This is an optimization exercise on Yosys and OpenROAD, whose aim is a short achievable clock period and few clock cycles, not a production implementation.
At most, simulation tests tie the RTL to the original design; equivalence was not proved.
Only the layout flow was run in runs 2 and 3; the RTL was not checked for function there.
Power is estimated from default activity; no workload was simulated.

==> flow/design.v <==
module alu(
    input [31:0] a, b,
    input [4:0] sh,
    input s_add, s_sub, s_and, s_or, s_xor, s_nand, s_sll, s_srl, s_ones, s_const,
    input [31:0] cval,
    output [31:0] y
);
    wire [31:0] sum  = a + b;
    wire [31:0] diff = a - b;
    wire [31:0] shl  = a << sh;
    wire [31:0] shr  = a >> sh;
    assign y = ({32{s_add}}  & sum)
             | ({32{s_sub}}  & diff)
             | ({32{s_and}}  & (a & b))
             | ({32{s_or}}   & (a | b))
             | ({32{s_xor}}  & (a ^ b))
             | ({32{s_nand}} & ~(a & b))
             | ({32{s_sll}}  & shl)
             | ({32{s_srl}}  & shr)
             | ({32{s_ones}})
             | ({32{s_const}} & cval);
endmodule
module reg_file(
    input clk,
    input [4:0] ra1, ra2, wa,
    input we,
    input [31:0] wd,
    output [31:0] rr1, rr2
);
    reg [31:0] rf [1:31];
    assign rr1 = (ra1 == 5'd0) ? 32'h00000000 : rf[ra1];
    assign rr2 = (ra2 == 5'd0) ? 32'h00000000 : rf[ra2];
    always @(posedge clk)
        if (we && wa != 5'd0) rf[wa] <= wd;
endmodule
module computer(
    input clk, rstd,
    output [7:0]  imem_addr,
    input  [31:0] imem_data,
    output [7:0]  dmem_addr,
    output [31:0] dmem_wdata,
    output [3:0]  dmem_we,
    input  [31:0] dmem_rdata
);
    reg  [7:0]  fa;           
    reg  [31:0] fpc;          
    reg  [7:0]  ras;          
    reg  [255:0] bht;         
    reg         d_valid;
    reg  [31:0] d_ins, d_pc;
    reg  [1:0]  d_pk;         
    reg  [7:0]  d_pred8;      
    reg         e_valid, e_rw;
    reg  [4:0]  e_rd;
    reg  [31:0] e_a, e_b, e_imm, e_pcp1, e_btgt, e_pnext, e_cval;
    reg  [4:0]  e_sh;
    reg         e_fa_m, e_fa_w, e_fb_m, e_fb_w;
    reg         e_s_add, e_s_sub, e_s_and, e_s_or, e_s_xor, e_s_nand, e_s_sll, e_s_srl, e_s_ones, e_s_const;
    reg         e_load, e_cbr, e_jr, e_jal;
    reg  [1:0]  e_bop;        
    reg  [1:0]  e_ltype;      
    reg  [3:0]  e_swe;
    reg         e_mis_t, e_mis_nt;
    reg         e_st;         
    reg  [7:0]  e_pc8;
    reg         u_we, u_flip;    
    reg  [7:0]  u_idx;
    reg         m_rw, m_load;
    reg  [4:0]  m_rd;
    reg  [31:0] m_res, m_sdata;
    reg  [7:0]  m_daddr;
    reg  [3:0]  m_swe;
    reg  [1:0]  m_ltype;
    reg         w_rw;
    reg  [4:0]  w_rd;
    reg  [31:0] w_val;
    wire [5:0]  fop    = imem_data[31:26];
    wire        f_j    = (fop == 6'd40) || (fop == 6'd41);
    wire        f_jr   = (fop == 6'd42);
    wire        f_cbr  = (fop[5:2] == 4'b1000);
    wire        f_st   = (fop[1:0] == 2'b01) || imem_data[15];    
    wire        f_flip = bht[fa];
    wire        f_bt   = f_cbr && (f_st ^ f_flip);
    wire [7:0]  fa1    = fa + 8'd1;
    wire [7:0]  f_btgt = fa1 + imem_data[7:0];
    wire [1:0]  f_pk   = f_bt ? 2'd1 : f_j ? 2'd2 : f_jr ? 2'd3 : 2'd0;
    wire [7:0]  f_next = f_bt ? f_btgt : f_j ? imem_data[7:0] : f_jr ? ras : fa1;
    assign imem_addr = fa;
    wire [5:0]  dop  = d_ins[31:26];
    wire [4:0]  d_rs = d_ins[25:21];
    wire [4:0]  d_rt = d_ins[20:16];
    wire [4:0]  d_rdf = d_ins[15:11];
    wire [4:0]  d_fn = d_ins[4:0];
    wire [31:0] d_imm = {{16{d_ins[15]}}, d_ins[15:0]};
    wire d_rtype = (dop == 6'd0);
    wire d_addi  = (dop == 6'd1);
    wire d_lui   = (dop == 6'd3);
    wire d_andi  = (dop == 6'd4);
    wire d_ori   = (dop == 6'd5);
    wire d_xori  = (dop == 6'd6);
    wire d_ld    = (dop == 6'd16) || (dop == 6'd18) || (dop == 6'd20);
    wire d_st    = (dop == 6'd24) || (dop == 6'd26) || (dop == 6'd28);
    wire d_cbr   = (dop[5:2] == 4'b1000);
    wire d_jal   = (dop == 6'd41);
    wire d_jr    = (dop == 6'd42);
    wire d_iimm  = d_addi || d_andi || d_ori || d_xori;
    wire [4:0] d_wa = d_rtype ? d_rdf : (d_iimm || d_lui || d_ld) ? d_rt : d_jal ? 5'd31 : 5'd0;
    wire d_rwr = (d_wa != 5'd0);
    wire d_use_rs = d_rtype || d_iimm || d_ld || d_st || d_cbr || d_jr;
    wire d_use_rt = d_rtype || d_st || d_cbr;
    wire [31:0] rf_a, rf_b;
    reg_file rf_body(.clk(clk), .ra1(d_rs), .ra2(d_rt), .wa(w_rd), .we(w_rw), .wd(w_val), .rr1(rf_a), .rr2(rf_b));
    wire [31:0] d_a = (w_rw && w_rd == d_rs && d_rs != 5'd0) ? w_val : rf_a;
    wire [31:0] d_b = (w_rw && w_rd == d_rt && d_rt != 5'd0) ? w_val : rf_b;
    wire [31:0] d_pcp1 = d_pc + 32'd1;
    wire [31:0] d_btgt = d_pc + d_imm + 32'd1;
    wire [23:0] d_up   = (d_pk == 2'd1) ? d_btgt[31:8]
                       : (d_pk == 2'd2) ? {6'b0, d_ins[25:8]}
                       : (d_pk == 2'd3) ? d_pc[31:8]
                       : d_pcp1[31:8];
    wire [31:0] d_pnext = {d_up, d_pred8};
    wire stall = d_valid && e_valid && e_load && e_rw &&
                 ((d_use_rs && d_rs == e_rd) || (d_use_rt && d_rt == e_rd));
    wire [4:0] d_opr = d_rtype ? d_fn : d_addi ? 5'd0 : d_andi ? 5'd8 : d_ori ? 5'd9 : d_xori ? 5'd10 : 5'h1f;
    wire d_alu = d_rtype || d_iimm;
    wire [31:0] ea = e_fa_m ? m_res : e_fa_w ? w_val : e_a;
    wire [31:0] eb = e_fb_m ? m_res : e_fb_w ? w_val : e_b;
    wire [31:0] e_res;
    alu alu_body(.a(ea), .b(eb), .sh(e_sh),
                 .s_add(e_s_add), .s_sub(e_s_sub), .s_and(e_s_and), .s_or(e_s_or), .s_xor(e_s_xor),
                 .s_nand(e_s_nand), .s_sll(e_s_sll), .s_srl(e_s_srl), .s_ones(e_s_ones), .s_const(e_s_const),
                 .cval(e_cval), .y(e_res));
    wire [31:0] e_maddr = ea + e_imm;
    wire e_eq = (ea == eb);
    wire e_lt = (ea < eb);
    wire e_cond = (e_bop == 2'd0) ? e_eq : (e_bop == 2'd1) ? !e_eq : (e_bop == 2'd2) ? e_lt : (e_lt || e_eq);
    wire e_redir_b  = e_valid && e_cbr && (e_cond ? e_mis_t : e_mis_nt);
    wire e_redir_jr = e_valid && e_jr && (ea != e_pnext);
    wire redirect   = e_redir_b || e_redir_jr;
    wire [31:0] e_target = e_jr ? ea : e_cond ? e_btgt : e_pcp1;
    assign dmem_addr  = m_daddr;
    assign dmem_wdata = m_sdata;
    assign dmem_we    = m_swe;
    wire [31:0] m_ld = (m_ltype == 2'd0) ? dmem_rdata
                     : (m_ltype == 2'd1) ? {{16{dmem_rdata[15]}}, dmem_rdata[15:0]}
                     : {{24{dmem_rdata[7]}}, dmem_rdata[7:0]};
    wire [31:0] m_val = m_load ? m_ld : m_res;
    always @(posedge clk or negedge rstd) begin
        if (!rstd) begin
            fa <= 8'd0;
            fpc <= 32'd0;
            ras <= 8'd0;
            bht <= 256'd0;
            u_we <= 1'b0;
            d_valid <= 1'b0;
            e_valid <= 1'b0;
            e_rw <= 1'b0;
            e_swe <= 4'd0;
            m_rw <= 1'b0;
            m_swe <= 4'd0;
            w_rw <= 1'b0;
        end else begin
            if (redirect) begin
                fa <= e_target[7:0];
                fpc <= e_target;
            end else if (!stall) begin
                fa <= f_next;
            end
            if (e_valid && e_jal) ras <= e_pcp1[7:0];
            u_we <= e_valid && e_cbr;
            if (u_we) bht[u_idx] <= u_flip;
            if (redirect) d_valid <= 1'b0;
            else if (!stall) d_valid <= 1'b1;
            if (redirect || stall) begin
                e_valid <= 1'b0;
                e_rw <= 1'b0;
                e_swe <= 4'd0;
            end else begin
                e_valid <= d_valid;
                e_rw <= d_valid && d_rwr;
                e_swe <= !d_valid ? 4'd0 : (dop == 6'd24) ? 4'b1111 : (dop == 6'd26) ? 4'b0011 : (dop == 6'd28) ? 4'b0001 : 4'b0000;
            end
            m_rw <= e_rw;
            m_swe <= e_swe;
            w_rw <= m_rw;
        end
    end
    always @(posedge clk) begin
        if (!stall) begin
            d_ins <= imem_data;
            d_pc <= d_valid ? d_pnext : fpc;
            d_pk <= f_pk;
            d_pred8 <= f_next;
        end
        e_rd <= d_wa;
        e_a <= d_a;
        e_b <= d_iimm ? d_imm : d_b;
        e_imm <= d_imm;
        e_sh <= d_ins[10:6];
        e_pcp1 <= d_pcp1;
        e_btgt <= d_btgt;
        e_pnext <= d_pnext;
        e_mis_t <= (d_pk != 2'd1) && (d_ins[15:0] != 16'h0000);
        e_mis_nt <= (d_pk == 2'd1) && (d_ins[15:0] != 16'h0000);
        e_cval <= d_jal ? d_pcp1 : {d_ins[15:0], 16'h0000};
        e_fa_m <= e_rw && e_rd == d_rs;
        e_fa_w <= m_rw && m_rd == d_rs;
        e_fb_m <= !d_iimm && e_rw && e_rd == d_rt;
        e_fb_w <= !d_iimm && m_rw && m_rd == d_rt;
        e_s_add  <= d_alu && d_opr == 5'd0;
        e_s_sub  <= d_alu && d_opr == 5'd1;
        e_s_and  <= d_alu && d_opr == 5'd8;
        e_s_or   <= d_alu && d_opr == 5'd9;
        e_s_xor  <= d_alu && d_opr == 5'd10;
        e_s_nand <= d_alu && d_opr == 5'd11;
        e_s_sll  <= d_alu && d_opr == 5'd16;
        e_s_srl  <= d_alu && (d_opr == 5'd17 || d_opr == 5'd18);
        e_s_ones <= d_alu && !(d_opr == 5'd0 || d_opr == 5'd1 || d_opr == 5'd8 || d_opr == 5'd9 || d_opr == 5'd10 ||
                               d_opr == 5'd11 || d_opr == 5'd16 || d_opr == 5'd17 || d_opr == 5'd18);
        e_s_const <= d_lui || d_jal;
        e_load <= d_ld;
        e_st <= (dop[1:0] == 2'b01) || d_ins[15];
        e_pc8 <= d_pc[7:0];
        e_cbr <= d_cbr;
        e_jr <= d_jr;
        e_jal <= d_jal;
        e_bop <= dop[1:0];
        e_ltype <= (dop == 6'd16) ? 2'd0 : (dop == 6'd18) ? 2'd1 : 2'd2;
        u_idx <= e_pc8;
        u_flip <= e_cond ^ e_st;
        m_rd <= e_rd;
        m_res <= e_res;
        m_load <= e_load;
        m_ltype <= e_ltype;
        m_daddr <= e_maddr[9:2];
        m_sdata <= eb;
        w_rd <= m_rd;
        w_val <= m_val;
    end
endmodule
==> flow/run.sh <==
#!/bin/bash
# synth_recipe.tcl (not shown) runs the flow's synth.tcl, then flattens the netlist and writes it again
# the make line also repeats each setting of config.mk as NAME=value (left out here)
make -C /OpenROAD-flow-scripts/flow DESIGN_CONFIG=/design/flow/config.mk WORK_HOME=/design/flow/orfs CLKGATE_MAP_FILE= SYNTH_SCRIPT=/design/flow/synth_recipe.tcl finish
==> flow/config.mk <==
export PLATFORM = sky130hd
export DESIGN_NAME = computer
export DESIGN_NICKNAME = computer
export VERILOG_FILES = /design/flow/design.v
export SDC_FILE = /design/flow/constraint.sdc
export NUM_CORES = 4
export LEC_CHECK = 0
export ABC_CLOCK_PERIOD_IN_PS = 2500
export CAP_MARGIN = 20
export CORE_MARGIN = 2
export CORE_UTILIZATION = 40
export SETUP_SLACK_MARGIN = 5
export SLEW_MARGIN = 20
==> flow/constraint.sdc <==
create_clock -name core_clock -period 10.0 [get_ports {clk}]
set_input_delay 2.0000 -clock core_clock [delete_from_list [all_inputs] [get_ports {clk}]]
set_output_delay 2.0000 -clock core_clock [all_outputs]
set_load 0.01 [all_outputs]
==> results of run 1 <==
-- final cells by class --
cell class,count,area share
diodes,10,0.000253
clock buffers,247,0.0517
clock inverters,96,0.0115
inverters,147,0.00560
multi-input cells,4106,0.386
flip-flops and latches,1759,0.481
well taps,2854,0.0361
repair buffers,294,0.0277
-- path summary, 6_finish.rpt --
kind,startpoint,end,cells after the start
min,e_pc8[3],u_idx[3],0
min reg2reg,e_pc8[3],u_idx[3],0
min in group asynchronous,rstd,bht[227],1
max reg2reg,e_fa_w,fpc[31],14
max,e_fa_w,fpc[31],14
max in group asynchronous,rstd,bht[125],3
-- per-layer routing --
layer	vias up	share of wire	wire, um	GRT usage
li1	25181	-	-	-
met1	31333	0.40	126000	0.375
met2	3273	0.45	142000	0.424
met3	674	0.095	29700	0.0601
met4	26	0.053	16600	0.127
met5	-	0.00054	171	0
-- worst max-delay path, delay by kind of cell (launching register included) --
family / cells / cell delay [ns]
multiplexers: 4 / 1.82
buffers and inverters: 5 / 1.27
AO/OA/AOI/OAI: 3 / 0.72
adder cells (fa/ha/maj): 1 / 0.43
flip-flops: 1 / 0.42
AND/OR/NAND/NOR: 1 / 0.13
-- kinds of logic after synthesis --
family,count (synthesis),synth area share
multiplexers,1154,0.230
AO/OA/AOI/OAI,1398,0.0989
buffers and inverters,612,0.0283
flip-flops,1759,0.542
adder cells (fa/ha/maj),152,0.0221
XOR/XNOR,165,0.0165
AND/OR/NAND/NOR,1236,0.0624
-- where the power goes --
part           total, mW  internal [mW]  switching (mW)
logic               4.99           1.90            3.09
registers           9.30           8.54           0.759
clock network       7.15           4.12            3.02
total               21.4           14.6            6.87
-- cell usage in the layout, fill, tap and decap left out, types with 34 or more instances in the layout --
master,count
nor2_1,485
nand2_1,374
clkbuf_1,43
edfxtp_1,1066
mux2i_1,295
nor3_1,44
mux2_2,193
clkdlybuf4s50_1,116
mux4_2,638
clkbuf_16,192
a21o_1,45
a221oi_1,59
dfrtp_1,314
inv_1,136
nand3_1,53
o21ai_0,565
buf_4,155
and2_1,34
nand2b_1,37
o21a_1,58
ha_1,144
xnor2_1,98
a21oi_1,280
xor2_1,67
a211oi_1,97
dfxtp_1,336
clkinv_2,34
-- timing repair --
action,in CTS,in global routing
endpoints found under the setup margin,65,50
hold buffers,0,0
gates cloned,1,2
buffers inserted,2,10
gates resized for setup,42,37
pin swaps,2,2
==> impl_table.tex, run 1 <==
\begin{tabular}{lr}
\hline
Metric & Value \\
\hline
\multicolumn{2}{l}{\textbf{Power and ir drop}} \\
\quad Peak ir drop on the vdd network & 0.185 mV \\
\quad Ratio of total power to cell area & 217 nW/um\^{}2 \\
\quad Power after layout & 21.4 mW \\
\quad Static leakage & 35.6 nW \\
\multicolumn{2}{l}{\textbf{Global route}} \\
\quad Number of global-route vias before repair & 59132 \\
\quad Largest net degree at the start of global routing & 134 \\
\quad GRT Residual Overflow & 0 \\
\quad Initial antenna violation count & 27 \\
\quad Wire length of the first global-routing pass & 441000 um \\
\quad Aggregate global-route resource usage & 0.276 \\
\multicolumn{2}{l}{\textbf{Final layout}} \\
\quad Count of filler cells inserted in the layout & 19127 \\
\quad Largest regs & rf\_body.rf: 992 flops, bht: 256 flops \\
\quad Fin util & 0.455 \\
\quad Summed area of non-filler cells in the final layout & 98800 um\^{}2 \\
\quad Largest register by flop count & rf\_body.rf \\
\quad Number of flip-flops under the largest register name & 992 \\
\quad Sequential cell area & 47600 um\^{}2 \\
\quad Final-stage net count & 6711 \\
\quad Multi-input gate area & 38100 um\^{}2 \\
\quad Final std cells w/o fill & 9513 \\
\quad Share of post-route cells with drive strength above 1 & 0.218 \\
\quad Synth-to-layout area growth & 12.8\% \\
\multicolumn{2}{l}{\textbf{Logic synthesis}} \\
\quad Commonest cells in the synthesized netlist & edfxtp\_1, mux4\_2, o21ai\_0 \\
\quad Post-synthesis cell type count & 91 \\
\quad Synthesized area per cell & 13.5 um\^{}2 \\
\quad Cell taking the most area after synthesis & edfxtp\_1 \\
\quad Number of synthesized register bits & 1759 \\
\quad Warnings, synthesis & 2 \\
\quad Synthesized Nets & 6694 \\
\quad Top area cells in the synthesized netlist & edfxtp\_1, mux4\_2, dfrtp\_1 \\
\quad Cell count after synthesis & 6476 \\
\quad Proportion of netlist area held by the largest area contributor & 0.365 \\
\quad Leading cell type by number of instances after synthesis & edfxtp\_1 \\
\quad Fraction of registers with async set or reset after synthesis & 0.180 \\
\quad Area of the mapped netlist & 87600 um\^{}2 \\
\quad Register area share after synthesis & 0.542 \\
\quad EDFF count, synth & 1066 \\
\quad Predominant post-synthesis flop cell & edfxtp\_1 \\
\multicolumn{2}{l}{\textbf{Detailed routing}} \\
\quad Routed WL & 314000 um \\
\quad Antenna viol nets, final & 0 \\
\quad Number of vias in the routed layout & 60487 \\
\quad Routed length per placed instance & 33.0 um \\
\quad DRC violation count after routing & 0 \\
\quad Number of iterations in the first detailed-routing pass & 6 \\
\quad Avg Vias per Cell & 6.36 \\
\quad Initial drt markers & 7947 \\
\multicolumn{2}{l}{\textbf{STA}} \\
\quad Sum of negative setup slack & 0 ns \\
\quad Worst Hold Margin & 0.328 ns \\
\quad RSZ-0062 raised after global routing & true \\
\quad Clock period minus final worst setup slack & 4.97 ns \\
\quad Hold Vio Cnt, Final & 0 \\
\quad Rel. slew slack & 0.107 \\
\quad Final worst-path cycle share & 0.497 \\
\quad Slew of the pin with the lowest slew margin & 1.33 ns \\
\quad Final WS setup & 5.03 ns \\
\quad Highest attainable clock frequency & 0.201 GHz \\
\quad Final Max Tran Viols & 0 \\
\quad Worst clock skew on the final layout & 0.0368 ns \\
\quad Setup-failing EPs final & 0 \\
\multicolumn{2}{l}{\textbf{Clock tree}} \\
\quad Number of clock sinks seen by CTS & 1759 \\
\quad Clock transition at the registers of the reported paths & 0.06 ns \\
\quad CTS Buf Count & 185 \\
\quad Number of levels the H-tree was split into & 4 \\
\quad CTS max path bufs & 3 \\
\quad Cell at the root of the clock tree & clkbuf\_16 \\
\quad Skew-Pair Late Insertion Delay & 0.85 ns \\
\quad Clock tree from TritonCTS & yes \\
\multicolumn{2}{l}{\textbf{Worst setup path}} \\
\quad Worst Setup End Kind & flip-flop \\
\quad Top fanout value on the critical path & 19 \\
\quad Crit path kind & flip-flop to flip-flop \\
\quad CP max stage cell & mux2i\_1 \\
\quad Reg-to-reg setup timing slack & 5.03 ns \\
\quad CP arrival & 5.69 ns \\
\quad Longest individual stage delay on the worst path & 0.71 ns \\
\quad Worst path required time & 10.71 ns \\
\quad Type of element launching the critical path & flip-flop \\
\quad Most frequent cell on the critical path & mux2\_2 \\
\quad Sequence of cells on the critical path & clkbuf\_16, mux2\_2, mux2i\_1, inv\_1, ha\_1, nor2\_1, a221oi\_1, o41ai\_4, buf\_4, mux2\_2, a21oi\_4, buf\_12, buf\_12, mux2\_2 \\
\multicolumn{2}{l}{\textbf{Place}} \\
\quad Worst-case setup slack after placement & 3.71 ns \\
\quad Final weighted congestion in routability-driven placement & 1.01 \\
\quad HPWL after detailed placement & 202000 um \\
\quad Cells after DPL & 9144 \\
\quad Post-DP Area & 92100 um\^{}2 \\
\quad Count of port buffers added during placement & 117 \\
\multicolumn{2}{l}{\textbf{Status}} \\
\quad Result of the run & complete, no violations \\
\multicolumn{2}{l}{\textbf{Flow run}} \\
\quad Maximum capacitance violations & 0 \\
\multicolumn{2}{l}{\textbf{Floorplanning}} \\
\quad Chip height & 472 um \\
\quad Ports placed on the boundary & 118 \\
\quad Initial core utilization & 0.403 \\
\quad Cell Rows & 171 \\
\quad Overall die area & 223000 um\^{}2 \\
\quad Die boundary width & 472 um \\
\quad Placeable Area & 217000 um\^{}2 \\
\multicolumn{2}{l}{\textbf{Hold path}} \\
\quad Min-Delay Path Class & flip-flop to flip-flop \\
\hline
\end{tabular}
Testbench counts, summed over its fixed seeds: cycles 18,174.
==> inputs of run 2 (changes only) <==
--- a/flow/design.v
+++ b/flow/design.v
@@ -45,7 +45,6 @@
     reg  [7:0]  fa;           
     reg  [31:0] fpc;          
     reg  [7:0]  ras;          
-    reg  [255:0] bht;         
     reg         d_valid;
     reg  [31:0] d_ins, d_pc;
     reg  [1:0]  d_pk;         
@@ -61,10 +60,6 @@
     reg  [1:0]  e_ltype;      
     reg  [3:0]  e_swe;
     reg         e_mis_t, e_mis_nt;
-    reg         e_st;         
-    reg  [7:0]  e_pc8;
-    reg         u_we, u_flip;    
-    reg  [7:0]  u_idx;
     reg         m_rw, m_load;
     reg  [4:0]  m_rd;
     reg  [31:0] m_res, m_sdata;
@@ -78,9 +73,7 @@
     wire        f_j    = (fop == 6'd40) || (fop == 6'd41);
     wire        f_jr   = (fop == 6'd42);
     wire        f_cbr  = (fop[5:2] == 4'b1000);
-    wire        f_st   = (fop[1:0] == 2'b01) || imem_data[15];    
-    wire        f_flip = bht[fa];
-    wire        f_bt   = f_cbr && (f_st ^ f_flip);
+    wire        f_bt   = f_cbr && ((fop[1:0] == 2'b01) || imem_data[15]);
     wire [7:0]  fa1    = fa + 8'd1;
     wire [7:0]  f_btgt = fa1 + imem_data[7:0];
     wire [1:0]  f_pk   = f_bt ? 2'd1 : f_j ? 2'd2 : f_jr ? 2'd3 : 2'd0;
@@ -113,7 +106,7 @@
     wire [31:0] d_a = (w_rw && w_rd == d_rs && d_rs != 5'd0) ? w_val : rf_a;
     wire [31:0] d_b = (w_rw && w_rd == d_rt && d_rt != 5'd0) ? w_val : rf_b;
     wire [31:0] d_pcp1 = d_pc + 32'd1;
-    wire [31:0] d_btgt = d_pc + d_imm + 32'd1;
+    wire [31:0] d_btgt = d_pcp1 + d_imm;
     wire [23:0] d_up   = (d_pk == 2'd1) ? d_btgt[31:8]
                        : (d_pk == 2'd2) ? {6'b0, d_ins[25:8]}
                        : (d_pk == 2'd3) ? d_pc[31:8]
@@ -150,8 +143,6 @@
             fa <= 8'd0;
             fpc <= 32'd0;
             ras <= 8'd0;
-            bht <= 256'd0;
-            u_we <= 1'b0;
             d_valid <= 1'b0;
             e_valid <= 1'b0;
             e_rw <= 1'b0;
@@ -167,8 +158,6 @@
                 fa <= f_next;
             end
             if (e_valid && e_jal) ras <= e_pcp1[7:0];
-            u_we <= e_valid && e_cbr;
-            if (u_we) bht[u_idx] <= u_flip;
             if (redirect) d_valid <= 1'b0;
             else if (!stall) d_valid <= 1'b1;
             if (redirect || stall) begin
@@ -200,8 +189,8 @@
         e_pcp1 <= d_pcp1;
         e_btgt <= d_btgt;
         e_pnext <= d_pnext;
-        e_mis_t <= (d_pk != 2'd1) && (d_ins[15:0] != 16'h0000);
-        e_mis_nt <= (d_pk == 2'd1) && (d_ins[15:0] != 16'h0000);
+        e_mis_t <= (d_btgt != d_pnext);
+        e_mis_nt <= (d_pcp1 != d_pnext);
         e_cval <= d_jal ? d_pcp1 : {d_ins[15:0], 16'h0000};
         e_fa_m <= e_rw && e_rd == d_rs;
         e_fa_w <= m_rw && m_rd == d_rs;
@@ -219,15 +208,11 @@
                                d_opr == 5'd11 || d_opr == 5'd16 || d_opr == 5'd17 || d_opr == 5'd18);
         e_s_const <= d_lui || d_jal;
         e_load <= d_ld;
-        e_st <= (dop[1:0] == 2'b01) || d_ins[15];
-        e_pc8 <= d_pc[7:0];
         e_cbr <= d_cbr;
         e_jr <= d_jr;
         e_jal <= d_jal;
         e_bop <= dop[1:0];
         e_ltype <= (dop == 6'd16) ? 2'd0 : (dop == 6'd18) ? 2'd1 : 2'd2;
-        u_idx <= e_pc8;
-        u_flip <= e_cond ^ e_st;
         m_rd <= e_rd;
         m_res <= e_res;
         m_load <= e_load;
==> impl_table.tex, run 2 <==
\begin{tabular}{lr}
\hline
Metric & Value \\
\hline
\multicolumn{2}{l}{\textbf{Clock tree}} \\
\quad CTS max path bufs & 3 (unchanged) \\
\quad Number of clock sinks seen by CTS & 1484 (-16\%) \\
\quad Clock transition at the registers of the reported paths & 0.06 ns (about the same) \\
\quad Number of levels the H-tree was split into & 4 (unchanged) \\
\quad Skew-Pair Late Insertion Delay & 0.86 ns (about the same) \\
\quad CTS Buf Count & 160 (-14\%) \\
\quad Cell at the root of the clock tree & clkbuf\_16 \\
\quad Clock tree from TritonCTS & yes \\
\quad Count of hold-fix buffers inserted at cts & 0 (unchanged) \\
\multicolumn{2}{l}{\textbf{Power and ir drop}} \\
\quad Clock power frac & 0.293 (-0.040) \\
\quad Combinational cell fraction of total power & 0.306 (+0.073) \\
\quad Power share of the sequential group & 0.401 (-0.033) \\
\quad Ratio of total power to cell area & 224 nW/um\^{}2 (+3.2\%) \\
\quad Net switching power & 7.00 mW (+2.0\%) \\
\quad Switching part of the total & 0.347 (+0.0269) \\
\quad Static leakage & 31.3 nW (-12\%) \\
\quad Cell internal power dissipation & 13.2 mW (-9.7\%) \\
\quad Peak ir drop on the vdd network & 0.197 mV (+6.2\%) \\
\multicolumn{2}{l}{\textbf{Worst setup path}} \\
\quad Worst Setup End Kind & flip-flop \\
\quad Type of element launching the critical path & flip-flop \\
\quad Reg-to-reg setup timing slack & 4.82 ns (-0.20 ns) \\
\quad Worst reg2reg startpoint & d\_pc[2] \\
\quad Count of cells along the worst register-to-register path & 20 (+6) \\
\quad Worst setup endpoint & e\_mis\_t \\
\quad CP arrival & 5.89 ns (+0.20 ns) \\
\quad Worst flop-to-flop path endpoint & e\_mis\_t \\
\quad Worst path required time & 10.71 ns (about the same) \\
\quad CP Launch Point & d\_pc[2] \\
\quad Crit path kind & flip-flop to flip-flop \\
\quad Top fanout value on the critical path & 6 (-13) \\
\multicolumn{2}{l}{\textbf{Detailed routing}} \\
\quad Routed length per placed instance & 32.8 um (-0.59\%) \\
\quad Number of iterations in the first detailed-routing pass & 9 (+3) \\
\quad Initial drt markers & 7089 (-11\%) \\
\quad Antenna viol nets, final & 0 (unchanged) \\
\quad Avg Vias per Cell & 6.37 (+0.19\%) \\
\quad Number of vias in the routed layout & 55795 (-7.8\%) \\
\quad Routed WL & 288000 um (-8.5\%) \\
\quad DRC violation count after routing & 0 (unchanged) \\
\multicolumn{2}{l}{\textbf{Final layout}} \\
\quad Commonest non-fill, non-tap cell in the layout & edfxtp\_1 \\
\quad Largest register by flop count & rf\_body.rf \\
\quad Final std cells w/o fill & 8758 (-7.9\%) \\
\quad Count of filler cells inserted in the layout & 17126 (-10\%) \\
\quad Synth-to-layout area growth & 15.0\% \\
\quad Number of flip-flops under the largest register name & 992 (unchanged) \\
\quad Share of post-route cells with drive strength above 1 & 0.249 (+0.0312) \\
\quad Final-stage net count & 6218 (-7.3\%) \\
\quad Commonest cells after routing, fill and taps aside & edfxtp\_1, mux4\_2, nor2\_1 \\
\multicolumn{2}{l}{\textbf{Global route}} \\
\quad GRT Residual Overflow & 0 (unchanged) \\
\quad Wire length of the first global-routing pass & 401000 um (-9.2\%) \\
\quad Largest net degree at the start of global routing & 123 (-8.2\%) \\
\quad Aggregate global-route resource usage & 0.282 (+0.00533) \\
\quad Initial antenna violation count & 13 (-52\%) \\
\quad Number of global-route vias before repair & 53929 (-8.8\%) \\
\multicolumn{2}{l}{\textbf{Logic synthesis}} \\
\quad Post-synthesis cell type count & 104 (+14\%) \\
\quad Warnings, synthesis & 2 (unchanged) \\
\quad Synthesized area per cell & 13.3 um\^{}2 (-2.0\%) \\
\quad Synthesized Nets & 6134 (-8.4\%) \\
\quad Leading cell type by number of instances after synthesis & edfxtp\_1 \\
\quad Cell taking the most area after synthesis & edfxtp\_1 \\
\quad Area of the mapped netlist & 78400 um\^{}2 (-11\%) \\
\quad Predominant post-synthesis flop cell & edfxtp\_1 \\
\quad Cell count after synthesis & 5913 (-8.7\%) \\
\quad EDFF count, synth & 1066 (unchanged) \\
\quad Register area share after synthesis & 0.519 (-0.0229) \\
\quad Proportion of netlist area held by the largest area contributor & 0.408 (+0.0430) \\
\quad Fraction of registers with async set or reset after synthesis & 0.0398 (-0.140) \\
\quad Commonest cells in the synthesized netlist & edfxtp\_1, mux4\_2, nor2\_1 \\
\quad Top area cells in the synthesized netlist & edfxtp\_1, mux4\_2, dfxtp\_1 \\
\quad Number of synthesized register bits & 1484 (-16\%) \\
\multicolumn{2}{l}{\textbf{STA}} \\
\quad Rel. slew slack & 0.236 (+0.129) \\
\quad Final worst-path cycle share & 0.518 (+0.0202) \\
\quad Sum of negative setup slack & 0 ns (unchanged) \\
\quad Slew of the pin with the lowest slew margin & 1.15 ns (-0.180 ns) \\
\quad Hold Vio Cnt, Final & 0 (unchanged) \\
\quad Highest attainable clock frequency & 0.193 GHz (-3.9\%) \\
\quad Clock period minus final worst setup slack & 5.18 ns (+0.202 ns) \\
\quad RSZ-0062 raised after global routing & true \\
\quad Setup-failing EPs final & 0 (unchanged) \\
\quad Final Max Tran Viols & 0 (unchanged) \\
\quad Worst clock skew on the final layout & 0.0740 ns (+0.0372 ns) \\
\multicolumn{2}{l}{\textbf{Floorplanning}} \\
\quad Die boundary width & 447 um (-5.4\%) \\
\quad Placeable Area & 195000 um\^{}2 (-10\%) \\
\quad Overall die area & 200000 um\^{}2 (-10\%) \\
\quad Chip height & 447 um (-5.4\%) \\
\quad Cell Rows & 162 (-5.3\%) \\
\quad Ports placed on the boundary & 118 (unchanged) \\
\quad Initial core utilization & 0.402 (-0.000594) \\
\multicolumn{2}{l}{\textbf{Place}} \\
\quad Count of port buffers added during placement & 117 (unchanged) \\
\quad HPWL after detailed placement & 184000 um (-8.7\%) \\
\quad Final weighted congestion in routability-driven placement & 1.05 (+3.8\%) \\
\quad Cells after DPL & 8351 (-8.7\%) \\
\multicolumn{2}{l}{\textbf{Flow run}} \\
\quad Maximum capacitance violations & 0 (unchanged) \\
\multicolumn{2}{l}{\textbf{Hold path}} \\
\quad Min-Delay Path Class & flip-flop to flip-flop \\
\multicolumn{2}{l}{\textbf{Status}} \\
\quad Result of the run & complete, no violations \\
\hline
\end{tabular}
==> run 2: final cells by class <==
cell class | instances | area, um^2 | area share
Sequential cell | 1484 | 40800 | 0.453
Multi-Input combinational cell | 3802 | 36900 | 0.410
Clock buffer | 214 | 4350 | 0.0483
Tap cell | 2624 | 3280 | 0.0364
Timing Repair Buffer | 372 | 3270 | 0.0363
Clock inverter | 79 | 821 | 0.00911
Inverter | 177 | 677 | 0.00751
Antenna cell | 6 | 15.0 | 0.000167
==> run 2: power groups by stage <==
stage          registers [mW]  logic (mW)  clock network [mW]
2_1_floorplan            7.89        3.50                   0
3_3_place_gp             8.20        5.22                   0
3_5_place_dp             8.22        5.22                   0
4_1_cts                  8.06        5.67                5.98
5_1_grt                  8.13        6.48                6.21
6_report                 8.08        6.17                5.91
==> run 2: worst min path at each step <==
stage                     slack (ns)          to        from  cells past startpoint
after floorplan                 0.31  m_ltype[0]  e_ltype[0]                      0
after global placement          0.34      m_load      e_load                      0
after detailed placement        0.34      m_load      e_load                      0
after CTS                       0.35      m_load      e_load                      0
after global routing            0.35      m_load      e_load                      0
final                           0.35      m_load      e_load                      0
==> run 2: layer usage <==
metal	vias up	global-route usage	share of wire
met4	6	0.154	0.064
met3	757	0.0613	0.096
li1	23333	-	-
met2	3252	0.446	0.46
met1	28447	0.360	0.38
met5	-	0	0.00016
==> run 2: per-stage QoR <==
step | util | worst slack, ns | power, mW | hold slack (ns) | cell area [um^2]
after global placement | 0.424 | 3.61 | 13.4 | 0.336 | 82600
after global routing | 0.463 | 4.69 | 20.8 | 0.355 | 90100
after CTS | 0.457 | 4.97 | 19.7 | 0.349 | 89000
final | 0.463 | 4.82 | 20.2 | 0.351 | 90100
after detailed placement | 0.424 | 3.53 | 13.4 | 0.340 | 82600
after floorplan | - | 5.30 | 11.4 | 0.310 | 78400
==> run 2: cell families (layout without fill, tap and decap cells) <==
kind of cell	after synthesis	after routing	synth area share
AO/OA/AOI/OAI	1179	1180	0.100
AND/OR/NAND/NOR	1237	1237	0.0735
flip-flops	1484	1484	0.519
XOR/XNOR	190	190	0.0219
other	0	6	0
adder cells (fa/ha/maj)	155	155	0.0251
multiplexers	1040	1040	0.230
buffers and inverters	628	842	0.0308
==> run 2: timing repair <==
item,in CTS,in global routing
pin swaps,24,48
setup endpoints to repair,90,64
buffers inserted,61,44
resized for setup,166,145
gates cloned,1,2
==> run 2: critical path: stages (launching register included) <==
cell	delay, ns
edfxtp_1	0.47
nand4_1	0.17
buf_4	0.21
nor2_4	0.20
nand4_1	0.24
xor2_2	0.25
inv_1	0.12
ha_1	0.38
and4_1	0.28
o21ai_1	0.19
nand2_1	0.10
a311o_1	0.35
nand4_1	0.09
buf_4	0.15
inv_2	0.07
xnor2_1	0.19
a22o_1	0.25
a2111oi_2	0.49
nand4_1	0.18
nor4_2	0.20
or4b_1	0.46
==> inputs of run 3 (changes only) <==
--- a/flow/design.v
+++ b/flow/design.v
@@ -43,8 +43,11 @@
     input  [31:0] dmem_rdata
 );
     reg  [7:0]  fa;           
-    reg  [31:0] fpc;          
+    reg         boot;         
+    reg  [31:0] r_a, r_btgt, r_pcp1;    
+    reg         r_jr, r_cond;
     reg  [7:0]  ras;          
+    reg  [255:0] bht;         
     reg         d_valid;
     reg  [31:0] d_ins, d_pc;
     reg  [1:0]  d_pk;         
@@ -53,13 +56,16 @@
     reg  [4:0]  e_rd;
     reg  [31:0] e_a, e_b, e_imm, e_pcp1, e_btgt, e_pnext, e_cval;
     reg  [4:0]  e_sh;
-    reg         e_fa_m, e_fa_w, e_fb_m, e_fb_w;
     reg         e_s_add, e_s_sub, e_s_and, e_s_or, e_s_xor, e_s_nand, e_s_sll, e_s_srl, e_s_ones, e_s_const;
     reg         e_load, e_cbr, e_jr, e_jal;
     reg  [1:0]  e_bop;        
     reg  [1:0]  e_ltype;      
     reg  [3:0]  e_swe;
     reg         e_mis_t, e_mis_nt;
+    reg         e_st;         
+    reg  [7:0]  e_pc8;
+    reg         u_we, u_flip;    
+    reg  [7:0]  u_idx;
     reg         m_rw, m_load;
     reg  [4:0]  m_rd;
     reg  [31:0] m_res, m_sdata;
@@ -73,7 +79,9 @@
     wire        f_j    = (fop == 6'd40) || (fop == 6'd41);
     wire        f_jr   = (fop == 6'd42);
     wire        f_cbr  = (fop[5:2] == 4'b1000);
-    wire        f_bt   = f_cbr && ((fop[1:0] == 2'b01) || imem_data[15]);
+    wire        f_st   = (fop[1:0] == 2'b01) || imem_data[15];    
+    wire        f_flip = bht[fa];
+    wire        f_bt   = f_cbr && (f_st ^ f_flip);
     wire [7:0]  fa1    = fa + 8'd1;
     wire [7:0]  f_btgt = fa1 + imem_data[7:0];
     wire [1:0]  f_pk   = f_bt ? 2'd1 : f_j ? 2'd2 : f_jr ? 2'd3 : 2'd0;
@@ -103,10 +111,19 @@
     wire d_use_rt = d_rtype || d_st || d_cbr;
     wire [31:0] rf_a, rf_b;
     reg_file rf_body(.clk(clk), .ra1(d_rs), .ra2(d_rt), .wa(w_rd), .we(w_rw), .wd(w_val), .rr1(rf_a), .rr2(rf_b));
-    wire [31:0] d_a = (w_rw && w_rd == d_rs && d_rs != 5'd0) ? w_val : rf_a;
-    wire [31:0] d_b = (w_rw && w_rd == d_rt && d_rt != 5'd0) ? w_val : rf_b;
+    wire [31:0] e_res, m_val;
+    wire d_fa_e = e_rw && e_rd == d_rs;
+    wire d_fa_m = m_rw && m_rd == d_rs;
+    wire d_fa_w = w_rw && w_rd == d_rs;
+    wire d_fb_e = e_rw && e_rd == d_rt;
+    wire d_fb_m = m_rw && m_rd == d_rt;
+    wire d_fb_w = w_rw && w_rd == d_rt;
+    wire [31:0] d_a0 = d_fa_m ? m_val : d_fa_w ? w_val : rf_a;
+    wire [31:0] d_b0 = d_fb_m ? m_val : d_fb_w ? w_val : rf_b;
+    wire [31:0] d_a  = d_fa_e ? e_res : d_a0;
+    wire [31:0] d_b  = d_iimm ? d_imm : d_fb_e ? e_res : d_b0;
     wire [31:0] d_pcp1 = d_pc + 32'd1;
-    wire [31:0] d_btgt = d_pcp1 + d_imm;
+    wire [31:0] d_btgt = d_pc + d_imm + 32'd1;
     wire [23:0] d_up   = (d_pk == 2'd1) ? d_btgt[31:8]
                        : (d_pk == 2'd2) ? {6'b0, d_ins[25:8]}
                        : (d_pk == 2'd3) ? d_pc[31:8]
@@ -116,9 +133,8 @@
                  ((d_use_rs && d_rs == e_rd) || (d_use_rt && d_rt == e_rd));
     wire [4:0] d_opr = d_rtype ? d_fn : d_addi ? 5'd0 : d_andi ? 5'd8 : d_ori ? 5'd9 : d_xori ? 5'd10 : 5'h1f;
     wire d_alu = d_rtype || d_iimm;
-    wire [31:0] ea = e_fa_m ? m_res : e_fa_w ? w_val : e_a;
-    wire [31:0] eb = e_fb_m ? m_res : e_fb_w ? w_val : e_b;
-    wire [31:0] e_res;
+    wire [31:0] ea = e_a;
+    wire [31:0] eb = e_b;
     alu alu_body(.a(ea), .b(eb), .sh(e_sh),
                  .s_add(e_s_add), .s_sub(e_s_sub), .s_and(e_s_and), .s_or(e_s_or), .s_xor(e_s_xor),
                  .s_nand(e_s_nand), .s_sll(e_s_sll), .s_srl(e_s_srl), .s_ones(e_s_ones), .s_const(e_s_const),
@@ -130,19 +146,22 @@
     wire e_redir_b  = e_valid && e_cbr && (e_cond ? e_mis_t : e_mis_nt);
     wire e_redir_jr = e_valid && e_jr && (ea != e_pnext);
     wire redirect   = e_redir_b || e_redir_jr;
-    wire [31:0] e_target = e_jr ? ea : e_cond ? e_btgt : e_pcp1;
+    wire [7:0]  e_target = e_jr ? ea[7:0] : e_cond ? e_btgt[7:0] : e_pcp1[7:0];
+    wire [31:0] fpc = boot ? 32'd0 : r_jr ? r_a : r_cond ? r_btgt : r_pcp1;
     assign dmem_addr  = m_daddr;
     assign dmem_wdata = m_sdata;
     assign dmem_we    = m_swe;
     wire [31:0] m_ld = (m_ltype == 2'd0) ? dmem_rdata
                      : (m_ltype == 2'd1) ? {{16{dmem_rdata[15]}}, dmem_rdata[15:0]}
                      : {{24{dmem_rdata[7]}}, dmem_rdata[7:0]};
-    wire [31:0] m_val = m_load ? m_ld : m_res;
+    assign m_val = m_load ? m_ld : m_res;
     always @(posedge clk or negedge rstd) begin
         if (!rstd) begin
             fa <= 8'd0;
-            fpc <= 32'd0;
+            boot <= 1'b1;
             ras <= 8'd0;
+            bht <= 256'd0;
+            u_we <= 1'b0;
             d_valid <= 1'b0;
             e_valid <= 1'b0;
             e_rw <= 1'b0;
@@ -151,13 +170,15 @@
             m_swe <= 4'd0;
             w_rw <= 1'b0;
         end else begin
+            boot <= 1'b0;
             if (redirect) begin
-                fa <= e_target[7:0];
-                fpc <= e_target;
+                fa <= e_target;
             end else if (!stall) begin
                 fa <= f_next;
             end
             if (e_valid && e_jal) ras <= e_pcp1[7:0];
+            u_we <= e_valid && e_cbr;
+            if (u_we) bht[u_idx] <= u_flip;
             if (redirect) d_valid <= 1'b0;
             else if (!stall) d_valid <= 1'b1;
             if (redirect || stall) begin
@@ -183,19 +204,15 @@
         end
         e_rd <= d_wa;
         e_a <= d_a;
-        e_b <= d_iimm ? d_imm : d_b;
+        e_b <= d_b;
         e_imm <= d_imm;
         e_sh <= d_ins[10:6];
         e_pcp1 <= d_pcp1;
         e_btgt <= d_btgt;
         e_pnext <= d_pnext;
-        e_mis_t <= (d_btgt != d_pnext);
-        e_mis_nt <= (d_pcp1 != d_pnext);
+        e_mis_t <= (d_pk != 2'd1) && (d_ins[15:0] != 16'h0000);
+        e_mis_nt <= (d_pk == 2'd1) && (d_ins[15:0] != 16'h0000);
         e_cval <= d_jal ? d_pcp1 : {d_ins[15:0], 16'h0000};
-        e_fa_m <= e_rw && e_rd == d_rs;
-        e_fa_w <= m_rw && m_rd == d_rs;
-        e_fb_m <= !d_iimm && e_rw && e_rd == d_rt;
-        e_fb_w <= !d_iimm && m_rw && m_rd == d_rt;
         e_s_add  <= d_alu && d_opr == 5'd0;
         e_s_sub  <= d_alu && d_opr == 5'd1;
         e_s_and  <= d_alu && d_opr == 5'd8;
@@ -208,11 +225,20 @@
                                d_opr == 5'd11 || d_opr == 5'd16 || d_opr == 5'd17 || d_opr == 5'd18);
         e_s_const <= d_lui || d_jal;
         e_load <= d_ld;
+        e_st <= (dop[1:0] == 2'b01) || d_ins[15];
+        e_pc8 <= d_pc[7:0];
         e_cbr <= d_cbr;
         e_jr <= d_jr;
         e_jal <= d_jal;
         e_bop <= dop[1:0];
         e_ltype <= (dop == 6'd16) ? 2'd0 : (dop == 6'd18) ? 2'd1 : 2'd2;
+        r_a <= ea;
+        r_btgt <= e_btgt;
+        r_pcp1 <= e_pcp1;
+        r_jr <= e_jr;
+        r_cond <= e_cond;
+        u_idx <= e_pc8;
+        u_flip <= e_cond ^ e_st;
         m_rd <= e_rd;
         m_res <= e_res;
         m_load <= e_load;
==> flow/flow/run.sh (new file) <==
#!/bin/bash
set -euo pipefail
MARGIN=${MARGIN:-7}
bash standard.sh SETUP_SLACK_MARGIN=$MARGIN finish > orfs_flow.log 2>&1
==> flow/standard.sh (new file) <==
#!/bin/bash
# synth_recipe.tcl (not shown) runs the flow's synth.tcl, then flattens the netlist and writes it again
# the make line also repeats each setting of config.mk as NAME=value (left out here)
make -C /OpenROAD-flow-scripts/flow DESIGN_CONFIG=/design/flow/config.mk WORK_HOME=/design/flow/orfs CLKGATE_MAP_FILE= SYNTH_SCRIPT=/design/flow/synth_recipe.tcl "${@:-finish}"
--- a/flow/config.mk
+++ b/flow/config.mk
@@ -9,5 +9,4 @@
 export CAP_MARGIN = 20
 export CORE_MARGIN = 2
 export CORE_UTILIZATION = 40
-export SETUP_SLACK_MARGIN = 5
 export SLEW_MARGIN = 20
removed: flow/run.sh
==> impl_table.tex, run 3 <==
\begin{tabular}{lr}
\hline
Metric & Value \\
\hline
\multicolumn{2}{l}{\textbf{Global route}} \\
\quad GRT Residual Overflow & 0 (unchanged) \\
\quad Wire length of the first global-routing pass & 465000 um (+16\%) \\
\quad Initial antenna violation count & 21 (+8) \\
\quad Number of global-route vias before repair & 62217 (+15\%) \\
\quad Aggregate global-route resource usage & 0.289 (+0.00748) \\
\quad Largest net degree at the start of global routing & 153 (+24\%) \\
\multicolumn{2}{l}{\textbf{STA}} \\
\quad Rel. slew slack & 0.108 (-0.128) \\
\quad Setup-failing EPs final & 0 (unchanged) \\
\quad Worst clock skew on the final layout & 0.0919 ns (+0.0179 ns) \\
\quad Worst Hold Margin & 0.296 ns (-0.0558 ns) \\
\quad Final worst-path cycle share & 0.370 (-0.148) \\
\quad Final WS setup & 6.30 ns (+1.48 ns) \\
\quad Final Max Tran Viols & 0 (unchanged) \\
\quad Sum of negative setup slack & 0 ns (unchanged) \\
\quad RSZ-0062 raised after global routing & true \\
\quad Highest attainable clock frequency & 0.270 GHz (+40\%) \\
\quad Hold Vio Cnt, Final & 0 (unchanged) \\
\quad Slew of the pin with the lowest slew margin & 1.33 ns (+0.182 ns) \\
\quad Clock period minus final worst setup slack & 3.70 ns (-1.48 ns) \\
\multicolumn{2}{l}{\textbf{Logic synthesis}} \\
\quad Cell taking the most area after synthesis & edfxtp\_1 \\
\quad Register area share after synthesis & 0.549 (+0.0301) \\
\quad Synthesized Nets & 6748 (+10\%) \\
\quad Proportion of synthesized area in mux cells & 0.220 (-0.00945) \\
\quad Leading cell type by number of instances after synthesis & edfxtp\_1 \\
\quad Post-Synth XOR/XNOR Area & 0.0161 (-0.00575) \\
\quad EDFF count, synth & 1066 (unchanged) \\
\quad Dominant combinational cell family by area after synthesis & multiplexers \\
\quad Top area cells in the synthesized netlist & edfxtp\_1, mux4\_2, dfxtp\_1 \\
\quad Synthesized area per cell & 13.5 um\^{}2 (+2.2\%) \\
\quad Post-synthesis cell type count & 92 (-12\%) \\
\quad Commonest cells in the synthesized netlist & edfxtp\_1, mux4\_2, o21ai\_0 \\
\quad Predominant post-synthesis flop cell & edfxtp\_1 \\
\quad Warnings, synthesis & 2 (unchanged) \\
\quad Number of synthesized register bits & 1822 (+23\%) \\
\quad Fraction of registers with async set or reset after synthesis & 0.156 (+0.117) \\
\quad Cell count after synthesis & 6530 (+10\%) \\
\quad Share of synthesized cell area in and, or, nand and nor gates & 0.0602 (-0.0133) \\
\quad Post-synthesis adder-cell area fraction & 0.0218 (-0.00329) \\
\quad Proportion of netlist area held by the largest area contributor & 0.362 (-0.0465) \\
\quad Post-synthesis compound-gate area fraction & 0.103 (+0.00301) \\
\quad Area of the mapped netlist & 88500 um\^{}2 (+13\%) \\
\multicolumn{2}{l}{\textbf{Worst setup path}} \\
\quad Worst reg2reg startpoint & fa[0] \\
\quad Type of element launching the critical path & flip-flop \\
\quad CP arrival & 4.42 ns (-1.47 ns) \\
\quad Count of cells along the worst register-to-register path & 13 (-35\%) \\
\quad Worst flop-to-flop path endpoint & fa[1] \\
\quad Worst Setup End Kind & flip-flop \\
\quad Crit path kind & flip-flop to flip-flop \\
\quad Reg-to-reg setup timing slack & 6.30 ns (+1.48 ns) \\
\quad Worst setup endpoint & fa[1] \\
\quad Top fanout value on the critical path & 5 (-1) \\
\quad Worst path required time & 10.72 ns (about the same) \\
\quad CP Launch Point & fa[0] \\
\multicolumn{2}{l}{\textbf{Final layout}} \\
\quad Largest register by flop count & rf\_body.rf \\
\quad Commonest cells after routing, fill and taps aside & edfxtp\_1, mux4\_2, o21ai\_0 \\
\quad Largest regs & rf\_body.rf: 992 flops, bht: 256 flops \\
\quad Number of flip-flops under the largest register name & 992 (unchanged) \\
\quad Fin util & 0.500 (+0.0376) \\
\quad Summed area of non-filler cells in the final layout & 110000 um\^{}2 (+22\%) \\
\quad Commonest non-fill, non-tap cell in the layout & edfxtp\_1 \\
\quad Final-stage net count & 7208 (+16\%) \\
\quad Share of post-route cells with drive strength above 1 & 0.354 (+0.106) \\
\quad Count of filler cells inserted in the layout & 18347 (+7.1\%) \\
\quad Synth-to-layout area growth & 24.2\% \\
\multicolumn{2}{l}{\textbf{Detailed routing}} \\
\quad Initial drt markers & 9116 (+29\%) \\
\quad Avg Vias per Cell & 6.35 (-0.25\%) \\
\quad Antenna viol nets, final & 0 (unchanged) \\
\quad Number of iterations in the first detailed-routing pass & 8 (-1) \\
\quad Routed length per placed instance & 33.2 um (+1.2\%) \\
\quad Number of vias in the routed layout & 64295 (+15\%) \\
\quad Routed WL & 336000 um (+17\%) \\
\quad DRC violation count after routing & 0 (unchanged) \\
\multicolumn{2}{l}{\textbf{Floorplanning}} \\
\quad Die boundary width & 474 um (+6.2\%) \\
\quad Chip height & 474 um (+6.2\%) \\
\quad Cell Rows & 172 (+6.2\%) \\
\quad Placeable Area & 220000 um\^{}2 (+13\%) \\
\quad Ports placed on the boundary & 118 (unchanged) \\
\quad Initial core utilization & 0.403 (about the same) \\
\quad Overall die area & 225000 um\^{}2 (+13\%) \\
\multicolumn{2}{l}{\textbf{Clock tree}} \\
\quad Cell at the root of the clock tree & clkbuf\_16 \\
\quad Number of levels the H-tree was split into & 4 (unchanged) \\
\quad Clock tree from TritonCTS & yes \\
\quad Clock transition at the registers of the reported paths & 0.07 ns (about the same) \\
\quad CTS max path bufs & 3 (unchanged) \\
\quad Number of clock sinks seen by CTS & 1822 (+23\%) \\
\quad Count of hold-fix buffers inserted at cts & 0 (unchanged) \\
\quad Skew-Pair Late Insertion Delay & 0.88 ns (+0.02 ns) \\
\quad CTS Buf Count & 188 (+18\%) \\
\multicolumn{2}{l}{\textbf{Power and ir drop}} \\
\quad Net switching power & 7.83 mW (+12\%) \\
\quad Combinational cell fraction of total power & 0.284 (-0.022) \\
\quad Static leakage & 40.0 nW (+28\%) \\
\quad Switching part of the total & 0.325 (-0.0227) \\
\quad Peak ir drop on the vdd network & 0.199 mV (+1.4\%) \\
\quad Ratio of total power to cell area & 219 nW/um\^{}2 (-2.0\%) \\
\quad Power share of the sequential group & 0.405 (+0.004) \\
\quad Cell internal power dissipation & 16.3 mW (+24\%) \\
\quad Clock power frac & 0.310 (+0.017) \\
\multicolumn{2}{l}{\textbf{Place}} \\
\quad Final weighted congestion in routability-driven placement & 0.991 (-5.4\%) \\
\quad Post-DP Area & 93200 um\^{}2 (+13\%) \\
\quad HPWL after detailed placement & 196000 um (+6.3\%) \\
\quad Count of port buffers added during placement & 117 (unchanged) \\
\quad Worst-case setup slack after placement & 5.05 ns (+1.52 ns) \\
\multicolumn{2}{l}{\textbf{Hold path}} \\
\quad Min-Delay Path Class & flip-flop to flip-flop \\
\quad Start point of the worst hold path & e\_pcp1[23] \\
\multicolumn{2}{l}{\textbf{Status}} \\
\quad Result of the run & complete, no violations \\
\multicolumn{2}{l}{\textbf{Flow run}} \\
\quad Maximum capacitance violations & 0 (unchanged) \\
\hline
\end{tabular}
[run 3: cell count changes in the layout (fill, tap and decap cells not counted), sizes merged, moves of 38 or more]
cell / before / now
dfxtp: 359 / 471
clkbuf: 216 / 267
mux4: 591 / 669
o21a: 67 / 19
nor2: 460 / 498
o21ai: 208 / 571
mux2i: 298 / 260
buf: 254 / 668
clkdlybuf4s50: 116 / 62
dfrtp: 59 / 284
[run 3: repair_timing]
action / in CTS / in global routing
setup buffers: 295 / 154
pin swaps: 177 / 191
gates resized for setup: 1035 / 354
endpoints found under the setup margin: 686 / 487
cloned: 48 / 15
[run 3: area by class of cell]
type                       instances  area [um^2]  area share
sequential                      1822        48900       0.445
clock inverter                    96         1200      0.0109
antenna                            7         17.5    0.000159
multi-input combinational       4053        41600       0.379
tap                             2958         3700      0.0337
timing repair buffer             752         8360      0.0761
inverter                         173          688     0.00626
clock buffer                     257         5400      0.0491
[run 3: how the worst min path moves through the flow]
stage	to	slack, ns	depth (start not counted)
finish	r_pcp1[23]	0.30	0
CTS	r_pcp1[23]	0.29	0
floorplan	m_ltype[0]	0.31	0
detailed placement	r_pcp1[28]	0.31	0
global placement	r_btgt[28]	0.31	0
global route	r_btgt[23]	0.30	0
[run 3: cells by family after synthesis]
logic type               Yosys count
other                              1
adder cells (fa/ha/maj)          152
XOR/XNOR                         163
flip-flops                      1822
AND/OR/NAND/NOR                 1177
multiplexers                    1086
AO/OA/AOI/OAI                   1467
buffers and inverters            662
[run 3: power by group through the flow]
stage               sequential [mW]  clock [mW]  combinational, mW
finish                         9.77        7.48               6.85
global route                   9.83        7.83               7.16
CTS                            9.73        7.54               6.05
detailed placement             10.0           0               4.64
global placement               10.0           0               4.63
floorplan                      9.48           0               3.31
[run 3: through the flow]
stage | power (mW) | cells
CTS | 23.3 | 9941
detailed placement | 14.7 | 9245
global route | 24.8 | 10115
finish | 24.1 | 10118
floorplan | 12.8 | 6530
global placement | 14.6 | 9245
[run 3: worst max-delay path: stages (launching register included)]
cell	delay (ns)
dfrtp_4	0.53
buf_8	0.16
buf_4	0.11
mux4_2	0.52
mux2i_4	0.24
o22ai_1	0.14
nor4_1	0.23
and4bb_1	0.25
nor4_4	0.30
mux2i_4	0.35
buf_12	0.16
mux2_4	0.31
mux2i_1	0.14
mux2i_1	0.11
[run 3: routing by layer]
layer  part of all wire  up-vias  wire length (um)  GRT usage
met5            0.00020        -                67          0
li1                   -    26363                 -          -
met1               0.38    32946            127000      0.380
met3               0.10      918             34900     0.0654
met2               0.46     4058            153000      0.446
met4              0.063       10             21000      0.156
==> inputs of run 4 (changes only) <==
--- a/flow/design.v
+++ b/flow/design.v
@@ -47,7 +47,7 @@
     reg  [31:0] r_a, r_btgt, r_pcp1;    
     reg         r_jr, r_cond;
     reg  [7:0]  ras;          
-    reg  [255:0] bht;         
+    reg  [63:0]  bht;           
     reg         d_valid;
     reg  [31:0] d_ins, d_pc;
     reg  [1:0]  d_pk;         
@@ -65,7 +65,7 @@
     reg         e_st;         
     reg  [7:0]  e_pc8;
     reg         u_we, u_flip;    
-    reg  [7:0]  u_idx;
+    reg  [5:0]  u_idx;
     reg         m_rw, m_load;
     reg  [4:0]  m_rd;
     reg  [31:0] m_res, m_sdata;
@@ -80,12 +80,17 @@
     wire        f_jr   = (fop == 6'd42);
     wire        f_cbr  = (fop[5:2] == 4'b1000);
     wire        f_st   = (fop[1:0] == 2'b01) || imem_data[15];    
-    wire        f_flip = bht[fa];
-    wire        f_bt   = f_cbr && (f_st ^ f_flip);
+    wire        f_flip = bht[fa[5:0]];
     wire [7:0]  fa1    = fa + 8'd1;
     wire [7:0]  f_btgt = fa1 + imem_data[7:0];
-    wire [1:0]  f_pk   = f_bt ? 2'd1 : f_j ? 2'd2 : f_jr ? 2'd3 : 2'd0;
-    wire [7:0]  f_next = f_bt ? f_btgt : f_j ? imem_data[7:0] : f_jr ? ras : fa1;
+    wire [7:0]  f_oth  = f_j ? imem_data[7:0] : f_jr ? ras : fa1;
+    wire [1:0]  f_opk  = f_j ? 2'd2 : f_jr ? 2'd3 : 2'd0;
+    wire [7:0]  f_tk   = f_cbr ? f_btgt : f_oth;
+    wire [7:0]  f_nt   = f_cbr ? fa1 : f_oth;
+    wire [1:0]  f_pktk = f_cbr ? 2'd1 : f_opk;
+    wire [1:0]  f_pknt = f_cbr ? 2'd0 : f_opk;
+    wire [7:0]  f_next = f_flip ? (f_st ? f_nt : f_tk) : (f_st ? f_tk : f_nt);
+    wire [1:0]  f_pk   = f_flip ? (f_st ? f_pknt : f_pktk) : (f_st ? f_pktk : f_pknt);
     assign imem_addr = fa;
     wire [5:0]  dop  = d_ins[31:26];
     wire [4:0]  d_rs = d_ins[25:21];
@@ -112,10 +117,10 @@
     wire [31:0] rf_a, rf_b;
     reg_file rf_body(.clk(clk), .ra1(d_rs), .ra2(d_rt), .wa(w_rd), .we(w_rw), .wd(w_val), .rr1(rf_a), .rr2(rf_b));
     wire [31:0] e_res, m_val;
-    wire d_fa_e = e_rw && e_rd == d_rs;
+    wire d_fa_e = e_valid && e_rw && e_rd == d_rs;
     wire d_fa_m = m_rw && m_rd == d_rs;
     wire d_fa_w = w_rw && w_rd == d_rs;
-    wire d_fb_e = e_rw && e_rd == d_rt;
+    wire d_fb_e = e_valid && e_rw && e_rd == d_rt;
     wire d_fb_m = m_rw && m_rd == d_rt;
     wire d_fb_w = w_rw && w_rd == d_rt;
     wire [31:0] d_a0 = d_fa_m ? m_val : d_fa_w ? w_val : rf_a;
@@ -160,12 +165,10 @@
             fa <= 8'd0;
             boot <= 1'b1;
             ras <= 8'd0;
-            bht <= 256'd0;
+            bht <= 64'd0;
             u_we <= 1'b0;
             d_valid <= 1'b0;
             e_valid <= 1'b0;
-            e_rw <= 1'b0;
-            e_swe <= 4'd0;
             m_rw <= 1'b0;
             m_swe <= 4'd0;
             w_rw <= 1'b0;
@@ -181,17 +184,9 @@
             if (u_we) bht[u_idx] <= u_flip;
             if (redirect) d_valid <= 1'b0;
             else if (!stall) d_valid <= 1'b1;
-            if (redirect || stall) begin
-                e_valid <= 1'b0;
-                e_rw <= 1'b0;
-                e_swe <= 4'd0;
-            end else begin
-                e_valid <= d_valid;
-                e_rw <= d_valid && d_rwr;
-                e_swe <= !d_valid ? 4'd0 : (dop == 6'd24) ? 4'b1111 : (dop == 6'd26) ? 4'b0011 : (dop == 6'd28) ? 4'b0001 : 4'b0000;
-            end
-            m_rw <= e_rw;
-            m_swe <= e_swe;
+            e_valid <= d_valid && !redirect && !stall;
+            m_rw <= e_valid && e_rw;
+            m_swe <= e_valid ? e_swe : 4'd0;
             w_rw <= m_rw;
         end
     end
@@ -203,6 +198,8 @@
             d_pred8 <= f_next;
         end
         e_rd <= d_wa;
+        e_rw <= d_rwr;
+        e_swe <= (dop == 6'd24) ? 4'b1111 : (dop == 6'd26) ? 4'b0011 : (dop == 6'd28) ? 4'b0001 : 4'b0000;
         e_a <= d_a;
         e_b <= d_b;
         e_imm <= d_imm;
@@ -237,7 +234,7 @@
         r_pcp1 <= e_pcp1;
         r_jr <= e_jr;
         r_cond <= e_cond;
-        u_idx <= e_pc8;
+        u_idx <= e_pc8[5:0];
         u_flip <= e_cond ^ e_st;
         m_rd <= e_rd;
         m_res <= e_res;
==> impl_table.tex, run 4 <==
\begin{tabular}{lr}
\hline
Metric & Value \\
\hline
\multicolumn{2}{l}{\textbf{Floorplanning}} \\
\quad Cell Rows & 163 (-5.2\%) \\
\quad Chip height & 450 um (-5.2\%) \\
\quad Ports placed on the boundary & 118 (unchanged) \\
\quad Placeable Area & 197000 um\^{}2 (-10\%) \\
\quad Die boundary width & 450 um (-5.2\%) \\
\multicolumn{2}{l}{\textbf{Logic synthesis}} \\
\quad Cell taking the most area after synthesis & edfxtp\_1 \\
\quad Commonest cells in the synthesized netlist & edfxtp\_1, mux4\_2, dfxtp\_1 \\
\quad Cell count after synthesis & 5724 (-12\%) \\
\quad Register area share after synthesis & 0.550 (+0.000913) \\
\quad Area of the mapped netlist & 79400 um\^{}2 (-10\%) \\
\quad Post-synthesis cell type count & 97 (+5.4\%) \\
\quad Number of synthesized register bits & 1626 (-11\%) \\
\quad Proportion of netlist area held by the largest area contributor & 0.403 (+0.0413) \\
\quad Warnings, synthesis & 2 (unchanged) \\
\quad Top area cells in the synthesized netlist & edfxtp\_1, mux4\_2, dfxtp\_1 \\
\quad Leading cell type by number of instances after synthesis & edfxtp\_1 \\
\quad Synthesized area per cell & 13.9 um\^{}2 (+2.4\%) \\
\quad Predominant post-synthesis flop cell & edfxtp\_1 \\
\quad EDFF count, synth & 1066 (unchanged) \\
\multicolumn{2}{l}{\textbf{Power and ir drop}} \\
\quad Static leakage & 34.8 nW (-13\%) \\
\quad Ratio of total power to cell area & 220 nW/um\^{}2 (+0.55\%) \\
\quad Peak ir drop on the vdd network & 0.211 mV (+5.6\%) \\
\multicolumn{2}{l}{\textbf{Place}} \\
\quad Post-DP Area & 83700 um\^{}2 (-10\%) \\
\quad Final weighted congestion in routability-driven placement & 0.976 (-1.5\%) \\
\quad HPWL after detailed placement & 169000 um (-14\%) \\
\quad Worst-case setup slack after placement & 5.41 ns (+0.362 ns) \\
\quad Count of port buffers added during placement & 117 (unchanged) \\
\multicolumn{2}{l}{\textbf{Detailed routing}} \\
\quad Number of iterations in the first detailed-routing pass & 6 (-2) \\
\quad Initial drt markers & 6799 (-25\%) \\
\quad DRC violation count after routing & 0 (unchanged) \\
\quad Antenna viol nets, final & 0 (unchanged) \\
\quad Number of vias in the routed layout & 55720 (-13\%) \\
\multicolumn{2}{l}{\textbf{Clock tree}} \\
\quad CTS Buf Count & 176 (-6.4\%) \\
\quad CTS max path bufs & 3 (unchanged) \\
\quad Cell at the root of the clock tree & clkbuf\_16 \\
\quad Count of hold-fix buffers inserted at cts & 0 (unchanged) \\
\quad Clock tree from TritonCTS & yes \\
\multicolumn{2}{l}{\textbf{Worst setup path}} \\
\quad Worst reg2reg startpoint & e\_b[26] \\
\quad Worst path required time & 10.73 ns (about the same) \\
\quad CP max stage cell & dfxtp\_1 \\
\quad Sequence of cells on the critical path & inv\_1, ha\_1, nor2\_1, nand3\_1, nor2\_2, and3\_2, and4\_2, mux2i\_4, and2\_4, mux2\_2, a211oi\_2, a21oi\_1 \\
\quad CP arrival & 4.29 ns (-0.13 ns) \\
\quad Type of element launching the critical path & flip-flop \\
\quad Worst Setup End Kind & flip-flop \\
\quad CP Launch Point & e\_b[26] \\
\multicolumn{2}{l}{\textbf{STA}} \\
\quad Slew of the pin with the lowest slew margin & 1.13 ns (-0.200 ns) \\
\quad Final Max Tran Viols & 0 (unchanged) \\
\quad RSZ-0062 raised after global routing & true \\
\quad Hold Vio Cnt, Final & 0 (unchanged) \\
\quad Rel. slew slack & 0.247 (+0.138) \\
\quad Highest attainable clock frequency & 0.281 GHz (+3.9\%) \\
\quad Setup-failing EPs final & 0 (unchanged) \\
\quad Clock period minus final worst setup slack & 3.56 ns (-0.140 ns) \\
\quad Final WS setup & 6.44 ns (+0.140 ns) \\
\quad Final worst-path cycle share & 0.356 (-0.0140) \\
\multicolumn{2}{l}{\textbf{Final layout}} \\
\quad Commonest cells after routing, fill and taps aside & edfxtp\_1, mux4\_2, dfxtp\_1 \\
\quad Number of flip-flops under the largest register name & 992 (unchanged) \\
\quad Share of post-route cells with drive strength above 1 & 0.338 (-0.0166) \\
\quad Count of filler cells inserted in the layout & 16627 (-9.4\%) \\
\quad Fin util & 0.492 (-0.00837) \\
\quad Largest register by flop count & rf\_body.rf \\
\quad Summed area of non-filler cells in the final layout & 97000 um\^{}2 (-12\%) \\
\quad Largest regs & rf\_body.rf: 992 flops, bht: 64 flops \\
\multicolumn{2}{l}{\textbf{Global route}} \\
\quad Most Crowded Layer GR & met2 \\
\quad Aggregate global-route resource usage & 0.279 (-0.00992) \\
\quad Number of global-route vias before repair & 55274 (-11\%) \\
\quad Initial antenna violation count & 9 (-57\%) \\
\quad GR met2 Demand/Resource & 0.457 (+0.0109) \\
\multicolumn{2}{l}{\textbf{Status}} \\
\quad Result of the run & complete, no violations \\
\multicolumn{2}{l}{\textbf{Hold path}} \\
\quad Start point of the worst hold path & e\_ltype[1] \\
\quad Cell depth of the worst hold path & 0 (unchanged) \\
\hline
\end{tabular}
==> run 4: per-layer routing <==
| metal | vias to the layer above | wire [um] |
|---|---|---|
| met3 | 748 | 26300 |
| met2 | 3186 | 140000 |
| met5 | - | 7 |
| met1 | 28668 | 108000 |
| met4 | 2 | 18500 |
| li1 | 23116 | - |
==> run 4: what timing repair did <==
item	4_1_cts	5_1_grt
cloned	30	17
pin swaps	164	144
buffers inserted	221	115
resized for setup	817	266
setup endpoints to repair	378	262
==> run 4: cell type report <==
type | count | area share
Multi-Input combinational cell | 3521 | 0.376
Sequential cell | 1626 | 0.453
Clock buffer | 234 | 0.0507
Tap cell | 2640 | 0.0341
Antenna cell | 4 | 0.000103
Inverter | 167 | 0.00671
Timing Repair Buffer | 603 | 0.0692
Clock inverter | 89 | 0.0106
==> run 4: final timing paths <==
| check | to | slack, ns |
|---|---|---|
| worst max-delay path | fa[5] | 6.44 |
| worst min-delay path | m_ltype[1] | 0.30 |
| worst max register to register | fa[5] | 6.44 |
| worst min register to register | m_ltype[1] | 0.30 |
| max in group asynchronous | fa[3] | 7.95 |
| min in group asynchronous | m_rw | 0.97 |
==> run 4: metrics by stage <==
step | instances | power [mW]
CTS | 8747 | 20.8
floorplan | 5724 | 11.5
detailed placement | 8173 | 13.2
global route | 8880 | 22.1
finish | 8884 | 21.4
global placement | 8173 | 13.1
==> run 4: where the power goes <==
part	internal (mW)	switching, mW
registers	8.14	0.826
logic	2.61	3.08
clock network	3.83	2.89
total	14.6	6.80
==> run 4: critical path: cells and delay by family (launching register included) <==
family / cells / cell delay, ns
simple gates: 6 / 1.48
mux: 2 / 0.67
flops: 1 / 0.48
fa+ha+maj: 1 / 0.43
compound gates: 2 / 0.29
buf+inv: 1 / 0.11
==> run 4: cell families after synthesis <==
group,share of synthesized area
compound gates,0.0937
mux,0.224
flops,0.550
simple gates,0.0597
buf+inv,0.0294
other cells,0.0000472
xor+xnor,0.0188
fa+ha+maj,0.0243
Testbench counts of run 4, summed over its fixed seeds: cycles 18,236.

what the ideal ports hide:
In the flow no input, the clock included, has a driving cell. The finished layouts below were timed again as built, in two steps.
Step 1, drivers: a clkbuf_16 drives clk and a buf_2 each remaining input, both assumed.
Step 2 also shifts input and output timing later by t, the mid clock arrival at the registers, as if the neighbouring blocks saw the same clock.
Slacks: ideal ports / drivers / drivers and shift; pairs: ideal ports / drivers.
run | shift t [ns] | setup WS [ns]
run 1 | 0.920 | 5.026 / 5.026 / 4.751
run 2 | 0.905 | 4.824 / 4.824 / 4.824
run 3 | 0.921 | 6.300 / 6.300 / 5.612
run 4 | 0.937 | 6.440 / 6.373 / 5.818
After both steps setup and hold are still met in every run listed.
